Background: an optimization exercise with open tools, aiming at small area. Do not read the settings as production practice. Function was checked by simulation only, so behaviour that the tests miss may differ from the original. Power figures rest on the tool's default switching activity, not on a simulated workload.

// cpu_core
module cpu_core(
    input clk,
    input rst,
    output [5:0] pc_out,
    input [15:0] instr_out,
    input [15:0] mem_Data_in,
    output mem_wr,
    output mem_rd,
    output [15:0] reg_Data_2,
    output [5:0] data_mem_address
    );
For scale: roughly 1300 cells after synthesis, roughly 64 I/O pins.
clock: 11.0 ns
lec_check: 0
cap_margin: 20
core_margin: 2
core_utilization: 50
cts_cluster_diameter: 80
cts_cluster_size: 30
gpl_timing_driven: 0
slew_margin: 20
synth_hierarchical: 1
synth_minimum_keep_size: 0
run.sh (not shown) runs the stock make flow with config.mk's settings and CLKGATE_MAP_FILE= SYNTH_SCRIPT=/design/flow/synth_recipe.tcl, a recipe that flattens the netlist after the stock synthesis.
Edit:
==> flow/flow/run.sh (new file) <==
#!/bin/bash
set -euo pipefail
export BUFFER_PORTS_ARGS="-buffer_cell sky130_fd_sc_hd__buf_1"
export RECOVER_POWER=100
bash standard.sh > standard_flow.log 2>&1
==> flow/standard.sh (new file) <==
#!/bin/bash
# synth_recipe.tcl (not shown) runs the flow's synth.tcl, then flattens the netlist and writes it again
# the make line also repeats each setting of config.mk as NAME=value (left out here)
make -C /OpenROAD-flow-scripts/flow DESIGN_CONFIG=/design/flow/config.mk WORK_HOME=/design/flow/orfs CLKGATE_MAP_FILE= SYNTH_SCRIPT=/design/flow/synth_recipe.tcl "${@:-finish}"
removed: flow/run.sh
With this change the flow reached the layout checks and failed them: capacitance limit, slew limit.
Cell count came out lower by 0.33%.
Worst setup slack is worse by 0.041 ns.
Area after synthesis is unchanged.
Fmax came out lower by 0.38%.
Wire length came out higher by 0.43%.
Final area came out lower by 3.6%.
Count of clock-buffer cells in the layout came out higher by 1.

* * *

Another version of the RTL of cpu_core (not shown whole).
Size: ~1,200 cells after synthesis, roughly 64 I/O pins, ~16,000 um2 of cells after synthesis.
Design cpu_core, start of the top module:
module cpu_core(
    input clk,
    input rst,
    output [5:0] pc_out,
    input [15:0] instr_out,
    input [15:0] mem_Data_in,
    output mem_wr,
    output mem_rd,
    output [15:0] reg_Data_2,
    output [5:0] data_mem_address
    );
export LEC_CHECK = 0
export CAP_MARGIN = 20
export CORE_MARGIN = 2
export CORE_UTILIZATION = 50
export CTS_CLUSTER_DIAMETER = 80
export CTS_CLUSTER_SIZE = 30
export GPL_TIMING_DRIVEN = 0
export SLEW_MARGIN = 20
export SYNTH_HIERARCHICAL = 1
export SYNTH_MINIMUM_KEEP_SIZE = 0
create_clock -name core_clock -period 11.0 [get_ports {clk}]
standard.sh (not shown) runs the stock make flow with config.mk's settings and CLKGATE_MAP_FILE= SYNTH_SCRIPT=/design/flow/synth_recipe.tcl, a recipe that flattens the netlist after the stock synthesis.
==> flow/flow/run.sh <==
#!/bin/bash
set -euo pipefail
export BUFFER_PORTS_ARGS="-buffer_cell sky130_fd_sc_hd__buf_1"
export RECOVER_POWER=100
export POST_GLOBAL_ROUTE_TCL="$PWD/flow/post_grt.tcl"
bash standard.sh > standard_flow.log 2>&1
==> flow/flow/post_grt.tcl <==
# Runs at the end of global routing, after power recovery: repair the slew and
# capacitance limits again, then setup and hold, and write the route guides anew.
global_route -start_incremental
repair_design_helper
detailed_placement
global_route -end_incremental
estimate_parasitics -global_routing
global_route -start_incremental
repair_timing_helper
detailed_placement
global_route -end_incremental
estimate_parasitics -global_routing
report_check_types -max_slew -max_capacitance
report_worst_slack
write_guides $::env(RESULTS_DIR)/route.guide
Then changed:
==> flow/flow/run.sh (replaced) <==
#!/bin/bash
set -euo pipefail
export BUFFER_PORTS_ARGS="-buffer_cell sky130_fd_sc_hd__buf_1"
export RECOVER_POWER=100
export REMOVE_ABC_BUFFERS=1
export POST_GLOBAL_ROUTE_TCL="$PWD/flow/post_grt.tcl"
bash standard.sh > standard_flow.log 2>&1
- PLACE_DENSITY: unset -> 0.75
Outcome: Sequential cell count stays the same; utilization went down by 0.73 points; non-clock buffer count went down by 29; maximum frequency went up by 0.62%; final area went down by 1.3%; sequential power hardly moves; final cell count went down by 2.0%; via count went up by 0.43%.
Then changed:
- CTS_BUF_LIST: unset -> sky130_fd_sc_hd__clkbuf_8
- CTS_CLUSTER_DIAMETER: 80 -> 60
- CTS_CLUSTER_SIZE: 30 -> 18
- PLACE_DENSITY: 0.75 -> unset
- SETUP_SLACK_MARGIN: unset -> 0.1
Result: The changed run passed the timing, DRC and antenna checks. Die area does not change. Synthesized cell count is unchanged. Design area grows by about 1%. Wire length grows by 6.3%. Non-clock buffer count grows by 2. Sequential share of layout area shrinks by 0.48 points. Global-route usage grows by 1.8 points. Core utilization grows by 0.56 points.
Then changed:
- CTS_BUF_LIST: sky130_fd_sc_hd__clkbuf_8 -> unset
- CTS_CLUSTER_DIAMETER: 60 -> 80
- CTS_CLUSTER_SIZE: 18 -> 30
- PLACE_DENSITY: unset -> 0.75
- SETUP_SLACK_MARGIN: 0.1 -> unset
Outcome: The changed run completed with no timing, DRC or antenna violations. First-iteration DRC count is higher by well over a third. Critical path depth is unchanged. Setup slack is better by 46 ps.

* * *

Setup of build 36:
Starting RTL as in the previous note.
==> flow/design.v (excerpt) <==
module cpu_core(
    input clk,
    input rst,
    output [5:0] pc_out,
    input [15:0] instr_out,
    input [15:0] mem_Data_in,
    output mem_wr,
    output mem_rd,
    output [15:0] reg_Data_2,
    output [5:0] data_mem_address
    );
    wire [3:0] op = instr_out[15:12];
    wire [3:0] rd = instr_out[11:8];
    wire [3:0] rs = instr_out[7:4];
    wire [3:0] rt = instr_out[3:0];
    genvar g, k;
    wire op_add  = (op == 4'h1);
    wire op_addi = (op == 4'h2);
    wire op_mul  = (op == 4'h3);
    wire op_and  = (op == 4'h4);
    wire op_or   = (op == 4'h5);
    wire op_div  = (op == 4'h6);
    wire op_jeq  = (op == 4'h7);
    wire op_cmp  = (op == 4'h8);
    wire op_mov  = (op == 4'h9);
    wire op_jmp  = (op == 4'hA);
    wire op_jr   = (op == 4'hB);
    wire op_lw   = (op == 4'hC);
    wire op_sw   = (op == 4'hD);
    wire op_li   = (op == 4'hE);
    wire op_sub  = (op == 4'hF);
    wire use_imm = op_addi | op_lw | op_sw;
    wire do_sub  = op_sub | op_cmp | op_jeq;
    wire reg_wr  = op_add | op_addi | op_mul | op_and | op_or | op_div |
                   op_cmp | op_mov | op_lw | op_li | op_sub;
    reg [15:0] rf [0:15];
    reg [15:0] valid;
    wire [15:0] sa, sb, we;
    generate for (g = 0; g < 16; g = g + 1) begin : dec
        assign sa[g] = valid[g] & (rs == g);
        assign sb[g] = valid[g] & (rt == g);
        assign we[g] = reg_wr & (rd == g);
    end endgenerate
    wire [15:0] A, B;
    generate for (k = 0; k < 16; k = k + 1) begin : rp
        wire [15:0] col;
        for (g = 0; g < 16; g = g + 1) begin : c
            assign col[g] = rf[g][k];
        end
        rd16 ra (.s(sa), .d(col), .y(A[k]));
        rd16 rb (.s(sb), .d(col), .y(B[k]));
    end endgenerate
  ...
clock: 11.0 ns
lec_check: 0
cap_margin: 20
core_margin: 2
core_utilization: 50
cts_cluster_diameter: 80
cts_cluster_size: 30
gpl_timing_driven: 0
slew_margin: 20
synth_hierarchical: 1
synth_minimum_keep_size: 0
==> flow/flow/run.sh <==
#!/bin/bash
set -euo pipefail
export BUFFER_PORTS_ARGS="-buffer_cell sky130_fd_sc_hd__buf_1"
export RECOVER_POWER=100
export REMOVE_ABC_BUFFERS=1
export POST_GLOBAL_ROUTE_TCL="$PWD/flow/post_grt.tcl"
bash standard.sh > standard_flow.log 2>&1
Scripts as last shown in full above: flow/flow/post_grt.tcl
The flow did not stop early for build 36: all stages ran, and the layout cleared the timing, DRC and antenna checks.
> inputs changed (build 36 -> build 79)
- an added SETUP_SLACK_MARGIN of 0.1
- a change of CTS_CLUSTER_DIAMETER from 80 to 60
- a change of CTS_CLUSTER_SIZE from 30 to 18
- an added CTS_BUF_LIST of sky130_fd_sc_hd__clkbuf_8
- an added PLACE_DENSITY of 0.75
==> comparison <==
Compared with build 36, build 79 shows filler-free cell count of the finished design that has gone up slightly.
Compared with build 36, in build 79 number of search-and-repair iterations in the first detailed-routing pass saw an increase, cell area power density dropped about 2.5%.
When build 79 is set beside build 36, its wire length turns out to be about 5.6% smaller.
Changes in build 6 relative to build 79:
- CTS_CLUSTER_SIZE changed from 18 to 30
- SETUP_SLACK_MARGIN removed (was 0.1)
- PLACE_DENSITY changed from 0.75 to 0.8
- CTS_BUF_LIST removed (was sky130_fd_sc_hd__clkbuf_8)
- CTS_CLUSTER_DIAMETER changed from 60 to 80
Results
Run comparison: build 6 power group with the largest share combinational logic; build 79 power group with the largest share sequential cells. Measured against build 6, the clock power of build 79 comes out at 0.894 times the reference value. Build 79 → build 6: worst stage delay on the critical path decreased 0.02 ns; power density over the cells increased 2.8%. The run showing the smaller final worst-path setup slack is build 6. Clock share of power: lower on build 79. Worst-case headroom to the max-slew limit: build 79 and build 6 compared, higher one is build 79. Number of clock buffers in the layout came out lower on build 6 than on build 79. The launching element of the worst setup path comes out instr_out[3] in one run and instr_out[5] in the other, namely in build 79 and build 6 respectively. Between build 79 and build 6, the difference in final instance area is negligible. Diff build 79 -> build 6 | wire length of the first global-routing pass | up slightly. On worst hold slack, build 79 and build 6 are neck and neck.

static timing again, ports no longer ideal:
In the flow no input, the clock included, has a driving cell. The finished layouts below were timed again as built, in two steps.
Step 1, drivers: a clkbuf_16 drives clk and a buf_2 each remaining input, both assumed.
Step 2 adds t to the input delays and takes it off the output delays; t is the mean of the earliest and latest rising clock arrival at the registers after step 1. Input paths then give back, and output paths get back, about the clock's delay inside the block.
Slacks: ideal / step 1 / step 2; pairs: ideal / step 1.
| run | shift t [ns] | setup WS [ns] | worst hold slack (ns) |
|---|---|---|---|
| the first run of note 1 | 0.538 | 0.302 / 0.275 / -0.117 | 0.500 / 0.500 / 0.500 |
| the second run of note 1 | 0.546 | 0.261 / 0.289 / -0.257 | 0.494 / 0.494 / 0.494 |
| the first run of note 2 | 0.540 | 0.256 / 0.275 / -0.265 | 0.507 / 0.507 / 0.507 |
| the second run of note 2 | 0.530 | 0.322 / 0.347 / -0.183 | 0.505 / 0.505 / 0.505 |
| the third run of note 2 | 0.607 | 0.276 / 0.299 / -0.309 | 0.501 / 0.501 / 0.501 |
| the fourth run of note 2 | 0.530 | 0.322 / 0.347 / -0.183 | 0.505 / 0.505 / 0.505 |
| build 36 | 0.549 | 0.231 / 0.256 / -0.293 | 0.500 / 0.500 / 0.500 |
| build 79 | 0.583 | 0.341 / 0.364 / -0.219 | 0.513 / 0.513 / 0.513 |
| build 6 | 0.534 | 0.274 / 0.293 / -0.241 | 0.514 / 0.514 / 0.514 |
For the third run of note 2, which loses most, drivers alone change the setup slack by +0.023 ns; drivers and shift together by -0.585 ns.
